From an optimization exercise on the open Yosys and OpenROAD flow, aimed at small area; shortcuts taken in it are not production practice.
In this exercise RTL edits were held to simulation tests only and were not proved equivalent to the original.

Setup of run A:
## vfr_nn
module vfr_nn #(
    parameter WIDTH = 16
)(
    input                           clk,
    input                           rst,
    input signed    [WIDTH-1:0]     f1_input1,
    input signed    [WIDTH-1:0]     f2_input2,
    input signed    [WIDTH-1:0]     h1_w1,       
    input signed    [WIDTH-1:0]     h1_w2,       
    input signed    [WIDTH-1:0]     h1_bias,     
    input signed    [WIDTH-1:0]     h2_w1,       
    input signed    [WIDTH-1:0]     h2_w2,       
    input signed    [WIDTH-1:0]     h2_bias,     
    input signed    [WIDTH-1:0]     h3_w1,       
    input signed    [WIDTH-1:0]     h3_w2,       
    input signed    [WIDTH-1:0]     h3_bias,     
    input signed    [WIDTH-1:0]     h4_w1,       
    input signed    [WIDTH-1:0]     h4_w2,       
    input signed    [WIDTH-1:0]     h4_bias,     
    input signed    [WIDTH-1:0]     out_w11,      
    input signed    [WIDTH-1:0]     out_w12,      
    input signed    [WIDTH-1:0]     out_w13,      
    input signed    [WIDTH-1:0]     out_w14,      
    input signed    [WIDTH-1:0]     out_bias1,    
    input signed    [WIDTH-1:0]     out_w21,      
    input signed    [WIDTH-1:0]     out_w22,      
    input signed    [WIDTH-1:0]     out_w23,      
    input signed    [WIDTH-1:0]     out_w24,      
    input signed    [WIDTH-1:0]     out_bias2,    
    input signed    [WIDTH-1:0]     out_w31,      
    input signed    [WIDTH-1:0]     out_w32,      
    input signed    [WIDTH-1:0]     out_w33,      
    input signed    [WIDTH-1:0]     out_w34,      
    input signed    [WIDTH-1:0]     out_bias3,    
    input signed    [WIDTH-1:0]     out_w41,      
    input signed    [WIDTH-1:0]     out_w42,      
    input signed    [WIDTH-1:0]     out_w43,      
    input signed    [WIDTH-1:0]     out_w44,      
    input signed    [WIDTH-1:0]     out_bias4,    
    input signed    [WIDTH-1:0]     out_w51,      
    input signed    [WIDTH-1:0]     out_w52,      
    input signed    [WIDTH-1:0]     out_w53,      
    input signed    [WIDTH-1:0]     out_w54,      
    input signed    [WIDTH-1:0]     out_bias5,    
    input signed    [WIDTH-1:0]     out_w61,      
    input signed    [WIDTH-1:0]     out_w62,      
    input signed    [WIDTH-1:0]     out_w63,      
    input signed    [WIDTH-1:0]     out_w64,      
    input signed    [WIDTH-1:0]     out_bias6,    
    input signed    [WIDTH-1:0]     out_w71,      
    input signed    [WIDTH-1:0]     out_w72,      
    input signed    [WIDTH-1:0]     out_w73,      
    input signed    [WIDTH-1:0]     out_w74,      
    input signed    [WIDTH-1:0]     out_bias7,    
    input signed    [WIDTH-1:0]     out_w81,      
    input signed    [WIDTH-1:0]     out_w82,      
    input signed    [WIDTH-1:0]     out_w83,      
    input signed    [WIDTH-1:0]     out_w84,      
    input signed    [WIDTH-1:0]     out_bias8,    
    input signed    [WIDTH-1:0]     out_w91,      
    input signed    [WIDTH-1:0]     out_w92,      
    input signed    [WIDTH-1:0]     out_w93,      
    input signed    [WIDTH-1:0]     out_w94,      
    input signed    [WIDTH-1:0]     out_bias9,    
    input signed    [WIDTH-1:0]     out_w101,      
    input signed    [WIDTH-1:0]     out_w102,      
    input signed    [WIDTH-1:0]     out_w103,      
    input signed    [WIDTH-1:0]     out_w104,      
    input signed    [WIDTH-1:0]     out_bias10,    
    output signed   [WIDTH-1:0]     net_output1,
    output signed   [WIDTH-1:0]     net_output2,
    output signed   [WIDTH-1:0]     net_output3,
    output signed   [WIDTH-1:0]     net_output4,
    output signed   [WIDTH-1:0]     net_output5,
    output signed   [WIDTH-1:0]     net_output6,
    output signed   [WIDTH-1:0]     net_output7,
    output signed   [WIDTH-1:0]     net_output8,
    output signed   [WIDTH-1:0]     net_output9,
    output signed   [WIDTH-1:0]     net_output10
);
Size in the first run: ~27000 cells after synthesis, about 310 flip-flops, roughly 270000 sq um of cells after synthesis.
clock: 12.0 ns
lec_check: 0
cap_margin: 20
cell_pad_in_sites_detail_placement: 0
cell_pad_in_sites_global_placement: 0
core_margin: 2
core_utilization: 60
place_density: 0.7
slew_margin: 20
synth_hierarchical: 1
synth_minimum_keep_size: 0
run.sh (not shown) runs the stock make flow with config.mk's settings and CLKGATE_MAP_FILE= SYNTH_SCRIPT=/design/flow/synth_recipe.tcl, a recipe that flattens the netlist after the stock synthesis.
Here is what was changed in the inputs of run B compared with run A.
- a change of SLEW_MARGIN from 20 to 10
- a change of CAP_MARGIN from 20 to 10
Results
Sort run A and run B by setup slack of the critical path after layout desc -> top: run A. Taking run A as the reference, in run B routed length on met3 has increased; via count has remained practically unchanged. Run A and run B ended up with roughly the same area of the multi-input gates. Re total die area: no difference whatsoever between run A and run B. Run A and run B ended up with nearly the same utilization. Run B finished all stages; the layout is clean. Looking at start point of the critical path, the out_w22[13] result is from run B; the out_w24[8] one comes from run A. As far as final routed wirelength across all metal layers is concerned, run A and run B perform about the same.

[afterwards: timing with drivers on the ports]
The results above use ideal ports. As a check the final layouts listed here were re-extracted and re-timed, cells and wires unchanged. Step 1 (the two cells are an assumption about what drives the block):
set clk [get_ports {clk}]
set_driving_cell -lib_cell sky130_fd_sc_hd__clkbuf_16 $clk
set_driving_cell -lib_cell sky130_fd_sc_hd__buf_2 [delete_from_list [all_inputs] $clk]
Step 2 adds t to the input delays and takes it off the output delays; t is the mean of the earliest and latest rising clock arrival at the registers after step 1. Input paths then give back, and output paths get back, about the clock's delay inside the block. Slacks: no drivers / after step 1 / after step 2; pairs: no drivers / after step 1.
run | shift t [ns] | setup WS [ns] | worst setup path at the end
run A | 0.881 | 0.886 / 0.605 / -0.277 | input to register
run B | 0.881 | 0.837 / 0.708 / -0.173 | input to register
Met with ideal ports but missed after step 2: setup timing in run A and run B. For run A, which loses most, drivers alone change the setup slack by -0.281 ns; drivers and shift together by -1.163 ns.
